This is an optimization exercise on Yosys and OpenROAD, whose aim is small area, not a production implementation.
In this exercise RTL edits were held to simulation tests only and were not proved equivalent to the original.
Power and IR drop assume default switching activity.

File: design/flow/run.sh
#!/bin/bash
# synth_recipe.tcl (not shown) runs the flow's synth.tcl, then flattens the netlist and writes it again
# the make line also repeats each setting of config.mk as NAME=value (left out here)
make -C /OpenROAD-flow-scripts/flow DESIGN_CONFIG=/design/flow/config.mk WORK_HOME=/design/flow/orfs CLKGATE_MAP_FILE= SYNTH_SCRIPT=/design/flow/synth_recipe.tcl finish
File: design/flow/config.mk
export PLATFORM = sky130hd
export DESIGN_NAME = top
export DESIGN_NICKNAME = top
export VERILOG_FILES = /design/flow/design.v
export SDC_FILE = /design/flow/constraint.sdc
export NUM_CORES = 4
export LEC_CHECK = 0
export CAP_MARGIN = 20
export CORE_MARGIN = 2
export CORE_UTILIZATION = 35
export GPL_ROUTABILITY_DRIVEN = 1
export PLACE_DENSITY = 0.55
export SLEW_MARGIN = 20
File: design/flow/constraint.sdc
create_clock -name core_clock -period 18.0 [get_ports {sys_clk}]
set_input_delay 3.6000 -clock core_clock [delete_from_list [all_inputs] [get_ports {sys_clk}]]
set_output_delay 3.6000 -clock core_clock [all_outputs]
set_load 0.01 [all_outputs]
File: design/flow/design.v
`timescale 1ns/1ps
module top(
	input		sys_clk,
	input		sys_rst_n,
	input		[9:0]		i_adc,
	input		[9:0]		i_adc_dds,
	output		[9:0]		o_dac,
	output		[9:0]		o_dacP,
	input		phaseUpA,
	input		phaseDownA
);
wire	[9:0]	adc_data;
wire	[9:0]	adc_dds_data;
wire	[9:0]	la_filter_data;
wire	[9:0]	dacP_data;
wire	[9:0]	dacPMM_data;
wire	[9:0]	tap2;		 
wire	[9:0]	tap_tail;	 
reg		[8:0]	cnt;
reg		[1:0]	dcnt;
always @(posedge sys_clk or negedge sys_rst_n)
	if(!sys_rst_n) begin
		cnt  <=9'd0;
		dcnt <=2'd0;
	end
	else begin
		if(cnt !=9'd511)
			cnt <=cnt +9'd1;
		dcnt <=(dcnt ==2'd2) ?2'd0 :dcnt +2'd1;
	end
adc	adc_dutO(
	.clk			(sys_clk),
	.i_data			(i_adc),
	.o_data			(adc_data)
);
adc	adc_dutDds(
	.clk			(sys_clk),
	.i_data			(i_adc_dds),
	.o_data			(adc_dds_data)
);
dac	dac_dut(
	.clk			(sys_clk),
	.i_data			(la_filter_data),
	.o_data			(o_dac)
);
phase_adjust phase_adjust_dut(
	.clk			(sys_clk),
	.sys_rst_n		(sys_rst_n),
	.cnt			(cnt),
	.input_signal	(adc_data),
	.output_signal	(dacP_data),
	.tap2			(tap2),
	.tap_tail		(tap_tail),
	.butt_phase_down(phaseUpA),
	.butt_phase_up	(phaseDownA)
);
la_filter la_filter_dut(
	.clk			(sys_clk),
	.sys_rst_n		(sys_rst_n),
	.cnt			(cnt),
	.dcnt			(dcnt),
	.tap2			(tap2),
	.tap_tail		(tap_tail),
	.sigmaS_out		(la_filter_data)
);
dac	dac_dutPhase(
	.clk			(sys_clk),
	.i_data			(dacPMM_data),
	.o_data			(o_dacP)
);
b_rescue b_rescue_dut(
	.clk			(sys_clk),
	.sys_rst_n		(sys_rst_n),
	.cnt			(cnt),
	.rv_signal		(la_filter_data),
	.input_signalA	(dacP_data),
	.dds_input		(adc_dds_data),
	.dds_shift		(dacPMM_data)
);
endmodule
module adc(
	input			clk,
	input	[9:0]	i_data,
	output	[9:0]	o_data
);
parameter	DC_BIAS =10'd380;
assign o_data =i_data -DC_BIAS;
endmodule
module dac(
	input			clk,
	input	[9:0]	i_data,
	output	[9:0]	o_data
);
assign o_data =i_data;
endmodule
module la_filter(
	input			clk,
	input			sys_rst_n,
	input			[8:0]	cnt,
	input			[1:0]	dcnt,
	input			[9:0]	tap2,
	input			[9:0]	tap_tail,
	output			[9:0]	sigmaS_out
);
reg		[79:0]	tail;
always @(posedge clk)
	if(dcnt ==2'd0)
		tail <={tail[69:0],tap_tail};
wire	[9:0]	x_in  =(cnt >9'd2)   ?tap2 :10'd0;
wire	[9:0]	x_out =(cnt >9'd386) ?tail[79:70] :10'd0;
reg		[10:0]	sum;
always @(posedge clk or negedge sys_rst_n)
	if(!sys_rst_n)
		sum <=11'd0;
	else if(dcnt ==2'd2)
		sum <=sum +{1'b0,x_in} -{1'b0,x_out};
assign 		sigmaS_out =sum[10:1];
endmodule
module phase_adjust(
	input		clk,
	input		sys_rst_n,
	input		[8:0]	cnt,
	input		[9:0]	input_signal,
	output	reg	[9:0]	output_signal,
	output		[9:0]	tap2,
	output		[9:0]	tap_tail,
	input		butt_phase_down,
	input		butt_phase_up
);
localparam	LEN	=364;
reg		[LEN*10-1:0]	sr;
always @(posedge clk)
	sr <={sr[LEN*10-11:0],input_signal};
assign tap2     =sr[2*10 +:10];
assign tap_tail =sr[(LEN-1)*10 +:10];
reg			butt_phase_up_1,butt_phase_up_2;
reg			butt_phase_down_1,butt_phase_down_2;
wire		butt_phase_down_o =butt_phase_down_2 &~butt_phase_down_1;
wire		butt_phase_up_o   =butt_phase_up_2 &~butt_phase_up_1;
reg		[7:0]	ph;
always @(posedge clk or negedge sys_rst_n)
	if(!sys_rst_n) begin
		butt_phase_down_1 <=1'b0;
		butt_phase_down_2 <=1'b0;
		butt_phase_up_1 <=1'b0;
		butt_phase_up_2 <=1'b0;
		ph <=8'd128;
	end
	else begin
		butt_phase_down_1 <=butt_phase_down;
		butt_phase_down_2 <=butt_phase_down_1;
		butt_phase_up_1 <=butt_phase_up;
		butt_phase_up_2 <=butt_phase_up_1;
		if(~butt_phase_down_o &butt_phase_up_o)
			ph <=ph +8'd1;
		else if(butt_phase_down_o &~butt_phase_up_o)
			ph <=ph -8'd1;
	end
wire	rd_ok =(ph !=8'd0) &&(ph <=8'd182) &&({ph,1'b0} <=cnt);
integer	k;
always @* begin
	output_signal =10'd0;
	for(k =0;k <182;k =k +1)
		output_signal =output_signal |({10{rd_ok &&(ph ==k+1)}} &sr[(2*k+1)*10 +:10]);
end
endmodule
module b_rescue(
	input		clk,
	input		sys_rst_n,
	input		[8:0]	cnt,
	input		[9:0]	rv_signal,
	input		[9:0]	input_signalA,
	input		[9:0]	dds_input,
	output		[9:0]	dds_shift
);
localparam	THOLD	=11;
reg		[2559:0]	dl;
always @(posedge clk)
	dl <={dl[2549:0],dds_input};
reg		[7:0]	shift_reg;
reg		[9:0]	w_l,w_n,w_r;
wire	[12:0]	b   ={3'b0,rv_signal} -{3'b0,input_signalA};
wire	[12:0]	e_r ={3'b0,w_r} +b;
wire	[12:0]	e_n ={3'b0,w_n} +b;
wire	[12:0]	e_l ={3'b0,w_l} +b;
wire	[11:0]	abs_r =e_r[12] ?-e_r[11:0] :e_r[11:0];
wire	[11:0]	abs_n =e_n[12] ?-e_n[11:0] :e_n[11:0];
wire	[11:0]	abs_l =e_l[12] ?-e_l[11:0] :e_l[11:0];
wire	run =(cnt >=9'd240);
wire	up  =run &&({1'b0,abs_n} >{1'b0,abs_r} +13'd11);
wire	dn  =run &&!up &&({1'b0,abs_n} >{1'b0,abs_l} +13'd11);
wire	[7:0]	i2 =shift_reg -8'd2;
wire	[7:0]	i3 =shift_reg -8'd3;
wire	[6:0]	ke =shift_reg[7:1] -7'd1;
wire	[6:0]	ko =shift_reg[0] ?ke :ke -7'd1;
reg		[9:0]	rd_e,rd_o;
integer	k;
always @* begin
	rd_e =10'd0;
	rd_o =10'd0;
	for(k =0;k <128;k =k +1) begin
		rd_e =rd_e |({10{ke ==k}} &dl[(2*k)*10 +:10]);
		rd_o =rd_o |({10{ko ==k}} &dl[(2*k+1)*10 +:10]);
	end
end
wire	[9:0]	x2 =({1'b0,i2} <cnt) ?(shift_reg[0] ?rd_o :rd_e) :10'd0;
wire	[9:0]	x3 =({1'b0,i3} <cnt) ?(shift_reg[0] ?rd_e :rd_o) :10'd0;
wire	[7:0]	s_nx =up ?shift_reg +8'd1 :dn ?shift_reg -8'd1 :shift_reg;
wire	[9:0]	nx_r =(s_nx ==8'd255) ?dds_input :up ?w_r :dn ?w_l :w_n;
wire	[9:0]	nx_n =(s_nx ==8'd0)   ?dds_input :up ?w_n :dn ?x2  :w_l;
wire	[9:0]	nx_l =(s_nx ==8'd1)   ?dds_input :up ?w_l :dn ?x3  :x2;
always @(posedge clk or negedge sys_rst_n)
	if(!sys_rst_n) begin
		shift_reg <=8'd0;
		w_l <=10'd0;
		w_n <=10'd0;
		w_r <=10'd0;
	end
	else begin
		shift_reg <=s_nx;
		w_l <=nx_l;
		w_n <=nx_n;
		w_r <=nx_r;
	end
assign dds_shift =w_n;
endmodule
==> results.txt <==
number of remaining DRC errors 0; Crit Path Class flop to flop; I/O Pins 44; Die Area roughly 480000 µm²; Final min period 14310 ps; crit share post-route 79.5%; Slew HR 8.62%; sequential share of the synthesized area approximately three quarters; detailed-route via count around 120k; VDD IR max ~0.14 mV; Int Power 22.8 mW; Worst Skew 46.5 ps; Clock Latency Late Sink between 1000 and 1500 ps; P&R area growth vs syn 18.5%; CTS max path bufs 4; Final Util approximately two fifths; DR WL/cell 41.7 µm; 1st-pass router iterations 10; Max Clock Freq approximately 70 MHz; Yosys cell types between 100 and 150; number of flops mapped to enable cells by yosys 80; global-route wire length before repair 1070000 µm; run status timing/DRC/antenna clean; layout cells sized above 1 between 10% and 20%; Power Dens Cells 160 nW/µm²; Net Sw Power 9.02 mW; Worst Setup SP phase_adjust_dut.ph[6]$_DFFE_PN0P_; Vias/cell 6.12; nets between 10000 and 15000; H-tree levels 6; switching portion of total power roughly 28%; Pleak between 70 and 80 nW; GPL Wtd Cong 1.05; FILL cells 44251; antenna violations before repair ~140; worst path required time about 19000 ps; Post-synth ARST share around 1.1%; Slew Limit Fails 0; Comb power frac between 10% and 20%; Post-CTS Hold Buffers 0; max reg flops ~3600; Worst R2R Path Depth 43; Initial Util 35.1%; flops & latches, synth between 6000 and 7000; Power, Total between 30 and 40 mW; Synth Instances approximately 12000; highest-delay cell along the critical path dfrtp_1; TritonCTS sink count about 6400; fin area 199000 µm²; largest net degree at the start of global routing 92; Biggest register phase_adjust_dut.sr; IO buf count 43; Flop pwr share between 40% and 50%; ys flop type dfxtp_1; post-CTS sizing 0; area of the multi-input gates 37900 µm²; number of max-cap violations 0; routed wire length 830000 µm; register area roughly 130000 µm²; CTS root buffer clkbuf_16; CTS tree yes; worst r2r dst b_rescue_dut.w_n[6]$_DFFE_PN0P_; Final Hold Violating Endpoints 0; Crit Reg-Reg Startpoint phase_adjust_dut.ph[6]$_DFFE_PN0P_; CTS Buf Count between 500 and 600; HPWL Detailed approximately 570000 µm; row count around 250; vias in the first global route about 110k; die width 696 µm; Setup TNS Final 0 ps; ANT nets after route 0; Yosys warning total 4; Setup crit end b_rescue_dut.w_n[6]$_DFFE_PN0P_; worst slew pin tran 1370 ps; Final WS setup approximately 3700 ps; syn nets between 10000 and 15000; top flop regs phase_adjust_dut.sr (3640), b_rescue_dut.dl (2560), la_filter_dut.tail (80); CP Launch Type flop; CP Capture Type flop; Starting DRT DRC Count approximately 22000; average size of a mapped cell about 13 µm²; Die H about 700 µm; DP Area around 180000 µm²; Worst-path clk slew about 60 ps; setup bufs post-CTS 0; gr usage total ~33%; Cell Area, Synth between 150000 and 200000 µm²; min-delay worst type flop to flop; crit path DAT approximately 15000 ps; Crit path largest cell delay ~1000 ps; CP Max Fanout 21; RSZ-0062 raised after global routing no; register-to-register setup slack 3690 ps; power share of the clock group approximately two fifths; area of the core 478000 µm²; worst slack, placed just under 4000 ps; GR Overflow Total 0; # setup viols final 0
-- area by class of cell --
class                   count  area share [%]
clock inverters           204            1.31
diodes                    171           0.215
clock buffers             822            8.49
multi-input cells        5338            19.1
inverters                  96           0.181
flip-flops and latches   6352            64.5
well taps                6400            4.03
repair buffers            530            2.16
-- how the worst min path moves through the flow --
stage | startpoint | cells past startpoint | end
after floorplan | phase_adjust_dut.sr[1000]$_DFF_P_ | 0 | phase_adjust_dut.sr[1010]$_DFF_P_
after global placement | phase_adjust_dut.sr[906]$_DFF_P_ | 0 | phase_adjust_dut.sr[916]$_DFF_P_
final | phase_adjust_dut.sr[2808]$_DFF_P_ | 0 | phase_adjust_dut.sr[2818]$_DFF_P_
after detailed placement | phase_adjust_dut.sr[1580]$_DFF_P_ | 0 | phase_adjust_dut.sr[1590]$_DFF_P_
after global routing | phase_adjust_dut.sr[555]$_DFF_P_ | 0 | phase_adjust_dut.sr[565]$_DFF_P_
after CTS | phase_adjust_dut.sr[555]$_DFF_P_ | 0 | phase_adjust_dut.sr[565]$_DFF_P_
-- worst max-delay path, delay by kind of cell, from the launching register on --
kind	cells	cell delay, ps
DFF	1	1010
adders and majority gates	6	2270
and+or+nand+nor	17	4990
xor gates and xnor gates	3	700
AOI/OAI and AO/OA	16	4500
buffers and inverters	1	640
-- routing by layer --
metal / vias to the layer above / share of wire (%) / GRT usage [%]
met5: - / 0.042 / 0.0693
met1: 59552 / 36 / 39.6
met4: 44 / 11 / 29.8
met2: 11531 / 40 / 46.0
met3: 3867 / 13 / 12.7
li1: 46850 / - / -
-- kinds of logic after synthesis --
family	share of synthesized area, %
xor gates and xnor gates	0.688
AOI/OAI and AO/OA	13.0
buffers and inverters	1.75
muxes	0.452
and+or+nand+nor	6.55
adders and majority gates	1.07
DFF	76.5
-- through the flow --
| step | hold WS (ps) | cells |
|---|---|---|
| floorplan | 310 | 12443 |
| global placement | 310 | 18711 |
| detailed placement | 312 | 18712 |
| CTS | 297 | 19738 |
| global route | 307 | 19765 |
| finish | 304 | 19913 |
-- power groups by stage --
stage / clock (mW) / combinational [mW] / sequential, mW
final: 12.6 / 4.64 / 14.5
after global routing: 13.2 / 4.96 / 14.5
after CTS: 12.6 / 4.59 / 14.5
after detailed placement: 0 / 4.57 / 14.8
after global placement: 0 / 4.62 / 14.8
after floorplan: 0 / 2.70 / 14.7
-- layout by cell type, fill, tap and decap left out, types with 83 or more instances in the layout --
cell / instances
a21oi_1: 261
a221oi_1: 188
a222oi_1: 118
a22o_1: 223
a22oi_1: 826
a31oi_1: 96
a32oi_1: 283
and3_1: 91
buf_4: 469
clkbuf_1: 108
clkbuf_16: 590
clkbuf_8: 124
clkinv_2: 83
dfxtp_1: 6200
diode_2: 171
ha_1: 120
inv_1: 89
nand2_1: 425
nand3_1: 582
nand4_1: 212
nor2_1: 245
nor4_1: 87
o21ai_0: 178
o22ai_1: 145
-- cell usage after synthesis, types with 29 or more instances --
library cell | number | area share (%)
o211ai_1 | 43 | 0.19
nand2_1 | 448 | 1.0
a221oi_1 | 188 | 0.98
mux2i_1 | 42 | 0.25
nor4_1 | 97 | 0.36
a32oi_1 | 287 | 1.5
buf_1 | 116 | 0.26
a211oi_1 | 49 | 0.22
a22oi_1 | 831 | 3.7
a31oi_1 | 97 | 0.36
or4_1 | 35 | 0.16
clkbuf_1 | 477 | 1.1
a22o_1 | 224 | 1.2
nand3_1 | 584 | 1.7
and4_1 | 33 | 0.17
dfrtp_1 | 71 | 1.1
edfxtp_1 | 80 | 1.4
a32o_1 | 71 | 0.42
xnor2_1 | 84 | 0.44
ha_1 | 121 | 0.90
nor3_1 | 109 | 0.33
buf_2 | 52 | 0.16
dfxtp_1 | 6200 | 74
nor2_1 | 315 | 0.71
and2_1 | 71 | 0.26
and3_1 | 101 | 0.38
a222oi_1 | 118 | 0.70
mux2_2 | 30 | 0.20
a21oi_1 | 268 | 0.80
o22ai_1 | 147 | 0.55
nand4_1 | 212 | 0.79
xor2_1 | 44 | 0.23
a2111oi_0 | 37 | 0.19
a21o_1 | 31 | 0.14
o21ai_0 | 182 | 0.54
a311oi_1 | 29 | 0.15
inv_1 | 89 | 0.20

afterwards: timing with drivers on the ports:
Ports are ideal in the flow. The routed layout listed here was re-timed in OpenROAD. Step 1 (the two cells are an assumption about what drives the block):
set clk [get_ports {sys_clk}]
set_driving_cell -lib_cell sky130_fd_sc_hd__clkbuf_16 $clk
set_driving_cell -lib_cell sky130_fd_sc_hd__buf_2 [delete_from_list [all_inputs] $clk]
Step 2 adds t to the input delays and takes it off the output delays; t is the mean of the earliest and latest rising clock arrival at the registers after step 1. Input paths then give back, and output paths get back, about the clock's delay inside the block. Slacks: ideal / step 1 / step 2; pairs: ideal / step 1.
t (ns): 1.228
setup WS [ns]: 3.692 / 3.692 / 3.692
worst setup path at the end: register to register
latest minus earliest clock arrival (ns): 0.052 / 0.052
slew at the worst register clock pin (ns): 0.07 / 0.07
After both steps this run still meets setup and hold. For this run, drivers alone change the setup slack by 0.000 ns; drivers and shift together by 0.000 ns.
